This design comes from an exercise in tuning for small area and a short achievable clock period on the open sky130 flow, not from production work.
Only simulation tests tie the RTL to the original design; equivalence was not proved.

[flow/run.sh]
#!/bin/bash
# synth_recipe.tcl (not shown) runs the flow's synth.tcl, then flattens the netlist and writes it again
# the make line also repeats each setting of config.mk as NAME=value (left out here)
make -C /OpenROAD-flow-scripts/flow DESIGN_CONFIG=/design/flow/config.mk WORK_HOME=/design/flow/orfs CLKGATE_MAP_FILE= SYNTH_SCRIPT=/design/flow/synth_recipe.tcl finish
[flow/config.mk]
export PLATFORM = sky130hd
export DESIGN_NAME = QPSK_Symbol_Timing_Sync_Top
export DESIGN_NICKNAME = QPSK_Symbol_Timing_Sync_Top
export VERILOG_FILES = /design/flow/design.v
export SDC_FILE = /design/flow/constraint.sdc
export NUM_CORES = 4
export LEC_CHECK = 0
export CAP_MARGIN = 20
export CORE_MARGIN = 2
export CORE_UTILIZATION = 40
export SLEW_MARGIN = 20
[flow/constraint.sdc]
create_clock -name core_clock -period 14.0 [get_ports {clk}]
set_input_delay 2.8000 -clock core_clock [delete_from_list [all_inputs] [get_ports {clk}]]
set_output_delay 2.8000 -clock core_clock [all_outputs]
set_load 0.01 [all_outputs]
[flow/design.v]
`timescale 1ns / 1ps
module NCO_Update_Mu #(
    parameter MU_WIDTH = 10,         
    parameter MU_FRAC  = 9
)(
    input  wire                      clk,
    input  wire                      rst,
    input  wire signed [15:0]        v_k_in,       
    output reg  [MU_WIDTH-1:0]       mu,           
    output reg                       underflow
);
    localparam signed [MU_WIDTH-1:0] HALF = 10'sd256;  
    localparam        [MU_WIDTH-1:0] ONE  = 10'd512;   
    wire signed [MU_WIDTH-1:0] v_k_scaled = v_k_in >>> (15 - MU_FRAC);   
    reg signed [MU_WIDTH:0] mu_sum;
    always @(posedge clk or posedge rst) begin
    if (rst) begin
        mu         <= 10'd154;   
        underflow  <= 1'b0;
        mu_sum     <= 0;
    end else begin
        mu_sum <= $signed({1'b0, mu}) + HALF + v_k_scaled;
        if (mu_sum >= ONE) begin
            mu        <= mu_sum - ONE;
            underflow <= 1'b1;
        end else begin
            mu        <= mu_sum[MU_WIDTH-1:0];
            underflow <= 1'b0;
        end
    end
end
endmodule
`timescale 1ns / 1ps
module Loop_Filter_PI #(
    parameter DATA_WIDTH   = 16,     
    parameter COEFF_WIDTH  = 16,     
    parameter ACC_WIDTH    = 32      
)(
    input  wire                         clk,
    input  wire                         rst,
    input  wire                         zs_valid,            
    input  wire signed [DATA_WIDTH-1:0] e_k_zs,              
    output reg  signed [DATA_WIDTH-1:0] v_k                  
);
    localparam signed [COEFF_WIDTH-1:0] K1 = 16'sh0020;   
    localparam signed [COEFF_WIDTH-1:0] K2 = 16'sh0004;   
    reg signed [ACC_WIDTH-1:0] integrator_accum;
    always @(posedge clk or posedge rst) begin
        if (rst) begin
            integrator_accum <= 0;
            v_k              <= 0;
        end else begin
            if (zs_valid) begin
                integrator_accum <= integrator_accum + (e_k_zs * K2);
                v_k <= ((e_k_zs * K1) + integrator_accum) >>> 15;
            end else begin
                v_k <= v_k;
            end
        end
    end
endmodule
`timescale 1ns / 1ps
module Piecewise_Parabolic_Interpolator #(  
    parameter DATA_WIDTH = 16,
    parameter MU_WIDTH   = 10,   
    parameter MU_FRAC    = 9
)(
    input  wire                         clk,
    input  wire                         rst,
    input  wire signed [DATA_WIDTH-1:0] I_in,
    input  wire signed [DATA_WIDTH-1:0] Q_in,
    input  wire signed [MU_WIDTH-1:0]   mu,   
    output reg  signed [DATA_WIDTH-1:0] I_interp,
    output reg  signed [DATA_WIDTH-1:0] Q_interp,
    output reg                          valid_out   
);
    localparam signed [15:0] ALPHA = 16'sh4000;   
    localparam signed [15:0] BETA  = 16'sh4000;   
    reg signed [DATA_WIDTH-1:0] I_reg [0:3];
    reg signed [DATA_WIDTH-1:0] Q_reg [0:3];
    reg [1:0] warmup_counter;
    integer i;
    always @(posedge clk or posedge rst) begin
        if (rst) begin
            for (i = 0; i < 4; i = i + 1) begin
                I_reg[i] <= 0;
                Q_reg[i] <= 0;
            end
            warmup_counter <= 0;
            valid_out <= 0;
        end else begin
            I_reg[0] <= I_reg[1];
            I_reg[1] <= I_reg[2];
            I_reg[2] <= I_reg[3];
            I_reg[3] <= I_in;
            Q_reg[0] <= Q_reg[1];
            Q_reg[1] <= Q_reg[2];
            Q_reg[2] <= Q_reg[3];
            Q_reg[3] <= Q_in;
            if (warmup_counter < 3)
                warmup_counter <= warmup_counter + 1;
            valid_out <= (warmup_counter >= 3);
        end
    end
    wire signed [15:0] mu_frac = mu;   
    wire signed [31:0] mu_sq   = (mu_frac * mu_frac) >>> MU_FRAC;   
    wire signed [31:0] p21_I = ((I_reg[2] - I_reg[0]) * ALPHA) >>> 15;
    wire signed [31:0] p22_I = ((I_reg[3] - I_reg[1]) * BETA)  >>> 15;
    wire signed [31:0] parab_I = (mu_sq * (p21_I + p22_I)) >>> MU_FRAC;
    wire signed [31:0] linear_I = ((mu_frac * (I_reg[2] - I_reg[1])) >>> (MU_FRAC + 1));
    wire signed [31:0] interp_sum_I = parab_I + linear_I + (I_reg[2] <<< 15);
    wire signed [31:0] p21_Q = ((Q_reg[2] - Q_reg[0]) * ALPHA) >>> 15;
    wire signed [31:0] p22_Q = ((Q_reg[3] - Q_reg[1]) * BETA)  >>> 15;
    wire signed [31:0] parab_Q = (mu_sq * (p21_Q + p22_Q)) >>> MU_FRAC;
    wire signed [31:0] linear_Q = ((mu_frac * (Q_reg[2] - Q_reg[1])) >>> (MU_FRAC + 1));
    wire signed [31:0] interp_sum_Q = parab_Q + linear_Q + (Q_reg[2] <<< 15);
    always @(posedge clk or posedge rst) begin
        if (rst) begin
            I_interp <= 0;
            Q_interp <= 0;
        end else begin
            I_interp <= interp_sum_I[30:15];
            Q_interp <= interp_sum_Q[30:15];
        end
    end
endmodule
`timescale 1ns / 1ps
module Zero_Stuffer #(
    parameter DATA_WIDTH = 16
)(
    input  wire                         clk,
    input  wire                         rst,
    input  wire signed [DATA_WIDTH-1:0] e_k,         
    input  wire                         underflow,   
    output reg  signed [DATA_WIDTH-1:0] e_k_zs,      
    output reg                          zs_valid     
);
    always @(posedge clk or posedge rst) begin
        if (rst) begin
            e_k_zs   <= 0;
            zs_valid <= 0;
        end else begin
            if (underflow) begin
                e_k_zs   <= e_k;
                zs_valid <= 1;
            end else begin
                e_k_zs   <= 0;
                zs_valid <= e_k_zs;
            end
        end
    end
endmodule
`timescale 1ns / 1ps
module ZCTED #(
    parameter DATA_WIDTH = 16
)(
    input  wire                         clk,
    input  wire                         rst,
    input  wire                         valid_in,       
    input  wire signed [DATA_WIDTH-1:0] I_interp,       
    output reg  signed [DATA_WIDTH-1:0] e_k,            
    output reg                          zcted_valid     
);
    reg signed [DATA_WIDTH-1:0] I_d1, I_d2;
    wire signed [1:0] sgn_I_now = (I_interp > 0) ? 2'sd1 :
                                  (I_interp < 0) ? -2'sd1 : 2'sd0;
    wire signed [1:0] sgn_I_d2  = (I_d2 > 0) ? 2'sd1 :
                                  (I_d2 < 0) ? -2'sd1 : 2'sd0;
    wire signed [DATA_WIDTH-1:0] mult_error = I_d1 * (sgn_I_now - sgn_I_d2);
    reg [1:0] valid_count;
    always @(posedge clk or posedge rst) begin
        if (rst) begin
            I_d1         <= 0;
            I_d2         <= 0;
            e_k          <= 0;
            zcted_valid  <= 0;
            valid_count  <= 0;
        end else if (valid_in) begin
            I_d2 <= I_d1;
            I_d1 <= I_interp;
            e_k  <= mult_error;
            if (valid_count < 2)
                valid_count <= valid_count + 1;
            zcted_valid <= (valid_count >= 2);
        end
    end
endmodule
`timescale 1ns / 1ps
module QPSK_Symbol_Timing_Sync_Top #(
    parameter DATA_WIDTH   = 16,    
    parameter MU_WIDTH     = 10,    
    parameter MU_FRAC      = 9,
    parameter COEFF_WIDTH  = 16,    
    parameter ACC_WIDTH    = 32     
)(
    input  wire                         clk,
    input  wire                         rst,
    input  wire signed [DATA_WIDTH-1:0] I_in,
    input  wire signed [DATA_WIDTH-1:0] Q_in,
    output reg  signed [DATA_WIDTH-1:0] I_out,
    output reg  signed [DATA_WIDTH-1:0] Q_out,
    output reg                          valid_out   
);
    wire signed [DATA_WIDTH-1:0] I_interp, Q_interp;
    wire                          interp_valid;
    wire signed [DATA_WIDTH-1:0] e_k;
    wire                          zcted_valid;
    wire signed [DATA_WIDTH-1:0] e_k_zs;
    wire                          zs_valid;
    wire signed [15:0]           v_k;
    wire [MU_WIDTH-1:0]          mu;
    wire                          underflow;
    wire signed [DATA_WIDTH-1:0] I_interp_zcted = interp_valid ? I_interp : 0;
    wire signed [DATA_WIDTH-1:0] e_k_gated = (zcted_valid && underflow) ? e_k : 0;
    Piecewise_Parabolic_Interpolator #(
        .DATA_WIDTH(DATA_WIDTH),
        .MU_WIDTH(MU_WIDTH),
        .MU_FRAC(MU_FRAC)
    ) interpolator_inst (
        .clk(clk),
        .rst(rst),
        .I_in(I_in),
        .Q_in(Q_in),
        .mu(mu),
        .I_interp(I_interp),
        .Q_interp(Q_interp),
        .valid_out(interp_valid)
    );
    ZCTED #(
        .DATA_WIDTH(DATA_WIDTH)
    ) zcted_inst (
        .clk(clk),
        .rst(rst),
        .valid_in(interp_valid),
        .I_interp(I_interp_zcted),
        .e_k(e_k),
        .zcted_valid(zcted_valid)
    );
    Zero_Stuffer #(
        .DATA_WIDTH(DATA_WIDTH)
    ) zs_inst (
        .clk(clk),
        .rst(rst),
        .e_k(e_k_gated),
        .underflow(underflow),
        .e_k_zs(e_k_zs),
        .zs_valid(zs_valid)
    );
    Loop_Filter_PI #(
        .DATA_WIDTH(DATA_WIDTH),
        .COEFF_WIDTH(COEFF_WIDTH),
        .ACC_WIDTH(ACC_WIDTH)
    ) loop_filter_inst (
        .clk(clk),
        .rst(rst),
        .zs_valid(zs_valid),
        .e_k_zs(e_k_zs),
        .v_k(v_k)
    );
    NCO_Update_Mu #(
        .MU_WIDTH(MU_WIDTH),
        .MU_FRAC(MU_FRAC)
    ) nco_update_inst (
        .clk(clk),
        .rst(rst),
        .v_k_in(v_k),          
        .mu(mu),
        .underflow(underflow)
    );
reg signed [DATA_WIDTH-1:0] I_out_reg, Q_out_reg;
always @(posedge clk or posedge rst) begin
    if (rst) begin
        I_out_reg <= 0;
        Q_out_reg <= 0;
        valid_out <= 0;
    end else if (underflow) begin
        I_out_reg <= I_interp;
        Q_out_reg <= Q_interp;
        valid_out <= 1'b1;
    end else begin
        valid_out <= 1'b0;
    end
end
always @(*) begin
    I_out = I_out_reg;
    Q_out = Q_out_reg;
end
endmodule
==> flow_summary.json <==
{
  "synth.distinct_cells": 91,
  "detailed_place_hpwl_um": 101000,
  "finalHoldViolCount": 0,
  "ys_seq_area_share_pct": 16.3,
  "yosysWarnings": 8,
  "setup_ws_ns": 0.595,
  "layout_common_cells": "inv_1, fa_1, ha_1",
  "cts-root-buf": "clkbuf_16",
  "crit_type": "reg -> reg",
  "critPathMaxFanout": 6,
  "grt_max_degree": 150,
  "syn-cell-area_sq_mm": 0.0499,
  "synth-main-ff-cell": "dfrtp_1",
  "outcome": "complete, no violations",
  "htreeDepth": 2,
  "cts_tree": "built",
  "cp_slowest_stage_delay_ns": 0.56,
  "vias": 36962,
  "finalSetupViolCount": 0,
  "wire_per_inst_um": 17.6,
  "grt_pass1_wl_um": 205000,
  "start_util_pct": 40.3,
  "crit_buf_inv": 9,
  "instances_no_fill": 7083,
  "antenna_found_initial": 1,
  "fmax_mhz": 74.6,
  "synth_nets": 6672,
  "fin_worst_skew_ns": 0.0406,
  "worst_slew_pin_slew_ns": 1.13,
  "place_ws_ns": -0.213,
  "cts.clk_slew.worst_paths_ns": 0.05,
  "fillers": 11943,
  "cts_buffers": 39,
  "n_antenna_cell": 0,
  "fin_util_pct": 44.3,
  "hp-class": "reg -> reg",
  "final_nets": 6754,
  "clockBufferDepth": 3,
  "synth_cells": 5335,
  "hold_slack_ns": 0.346,
  "cp.arrival_ns": 13.84,
  "syn_area_per_cell_sq_um": 9.35,
  "cp-start-kind": "flop",
  "die_w_um": 357,
  "cts_num_sinks": 325,
  "viasPerCell": 5.22,
  "design_area_sq_mm": 0.0549,
  "required_ns": 14.44,
  "layout_min_cycle_time_ns": 13.41,
  "drtIter0Drc": 2046,
  "cp-end-kind": "flop",
  "synth_edf_count": 0,
  "ys_async_sr_fraction_pct": 100,
  "dp.cells": 6983,
  "place_area_sq_mm": 0.0529,
  "cpMostUsedCell": "fa_1",
  "wirelength_um": 125000,
  "track_usage_pct": 20.0,
  "gr-total-overflow": 0,
  "cpMaxStageDelayCell": "dfstp_2",
  "synth_seq_cells": 325,
  "slew_viol_final": 0,
  "die_h_um": 357,
  "core_region_area_sq_mm": 0.124,
  "layout_commonest_cell": "inv_1",
  "antenna_left": 0,
  "drive_gt1_share_pct": 7.60,
  "syn_to_final_growth_pct": 9.97,
  "maxCapViolations": 0,
  "multi_input_area_sq_mm": 0.0378,
  "tns_ns": 0,
  "io_pins": 67,
  "port_buffers": 66,
  "critical_path.top_delay_family": "adder cells",
  "die-area_sq_mm": 0.128,
  "route.detailed.drc": 0,
  "drt_first_pass_iters": 21,
  "regArea_sq_mm": 0.00814,
  "gp_congestion": 0.899,
  "maxSlewHeadroom_pct": 24.3,
  "num_rows": 129,
  "clock_latency_ns": 0.60,
  "first_global_vias": 38479,
  "timing.final.crit_share_pct": 95.8
}
## worst paths after layout
kind | startpoint | to | slack, ns | cells past startpoint
max | nco_update_inst.mu[1] | interpolator_inst.I_interp[15] | 0.59 | 55
min | nco_update_inst.mu_sum[6] | nco_update_inst.mu[6] | 0.35 | 0
max reg2reg | nco_update_inst.mu[1] | interpolator_inst.I_interp[15] | 0.59 | 55
min reg2reg | nco_update_inst.mu_sum[6] | nco_update_inst.mu[6] | 0.35 | 0
max in group asynchronous | rst | interpolator_inst.Q_reg[0][3] | 9.68 | 3
min in group asynchronous | rst | loop_filter_inst.integrator_accum[23] | 2.78 | 2
## metal layers
layer / wire length [um] / share of wire, % / global-route usage (%)
met2: 60800 / 49 / 34.5
met4: 2950 / 2.4 / 4.63
met3: 6130 / 4.9 / 2.16
met5: 0 / 0 / 0
met1: 54900 / 44 / 27.1
## cells in the mapped netlist (all sizes together) (41+ instances only)
cell	number	area [sq um]
nor2	376	1410
xor2	80	701
nand2	456	1710
a21o	85	641
o21ai	106	546
nand3	85	425
nor2b	57	357
mux2	102	1150
ha	566	7080
o21bai	41	308
nand2b	84	526
inv	987	3700
and3	63	394
xnor2	228	2000
and2	131	820
fa	737	14800
clkbuf	127	498
nor3	72	360
dfrtp	321	8030
a21oi	191	960
## layout make-up
cell class / instances / share of cell area (%)
Inverter: 993 / 6.81
Multi-Input combinational cell: 3866 / 68.9
Clock buffer: 49 / 1.96
Timing Repair Buffer: 192 / 3.28
Clock inverter: 21 / 0.447
Tap cell: 1637 / 3.73
Sequential cell: 325 / 14.8
## timing repair
action                     in CTS  in global routing
hold buffers                    0                  0
setup endpoints to repair       3                 21
gates resized for setup         8                 78
buffers inserted                0                 28
cloned                          0                  2
pin swaps                       0                 22
## cells by family (layout without fill, tap and decap cells)
kind of cell / count (synthesis) / count (layout) / share of synthesized area, %
compound gates: 713 / 713 / 9.88
xor+xnor: 308 / 308 / 5.41
fa+ha+maj: 1303 / 1303 / 43.8
buf+inv: 1144 / 1255 / 8.69
flops: 325 / 325 / 16.3
mux: 108 / 108 / 2.43
simple gates: 1434 / 1434 / 13.5

[afterwards: timing with drivers on the ports]
In the flow no input, the clock included, has a driving cell. The finished layout below was timed again as built, in two steps.
Step 1 assumes that a clkbuf_16 drives the clock port and a buf_2 every other input.
Step 2 also shifts input and output timing later by t, the mid clock arrival at the registers, as if the neighbouring blocks saw the same clock.
Slacks: no drivers / after step 1 / after step 2; pairs: no drivers / after step 1.
t (ns): 0.644
setup WS [ns]: 0.595 / 0.595 / 0.595
clock arrival spread, ns: 0.044 / 0.044
worst slew at a driven data input, ns: 0.06
After both steps this run still meets setup and hold. For this run, drivers alone change the setup slack by 0.000 ns; drivers and shift together by 0.000 ns.
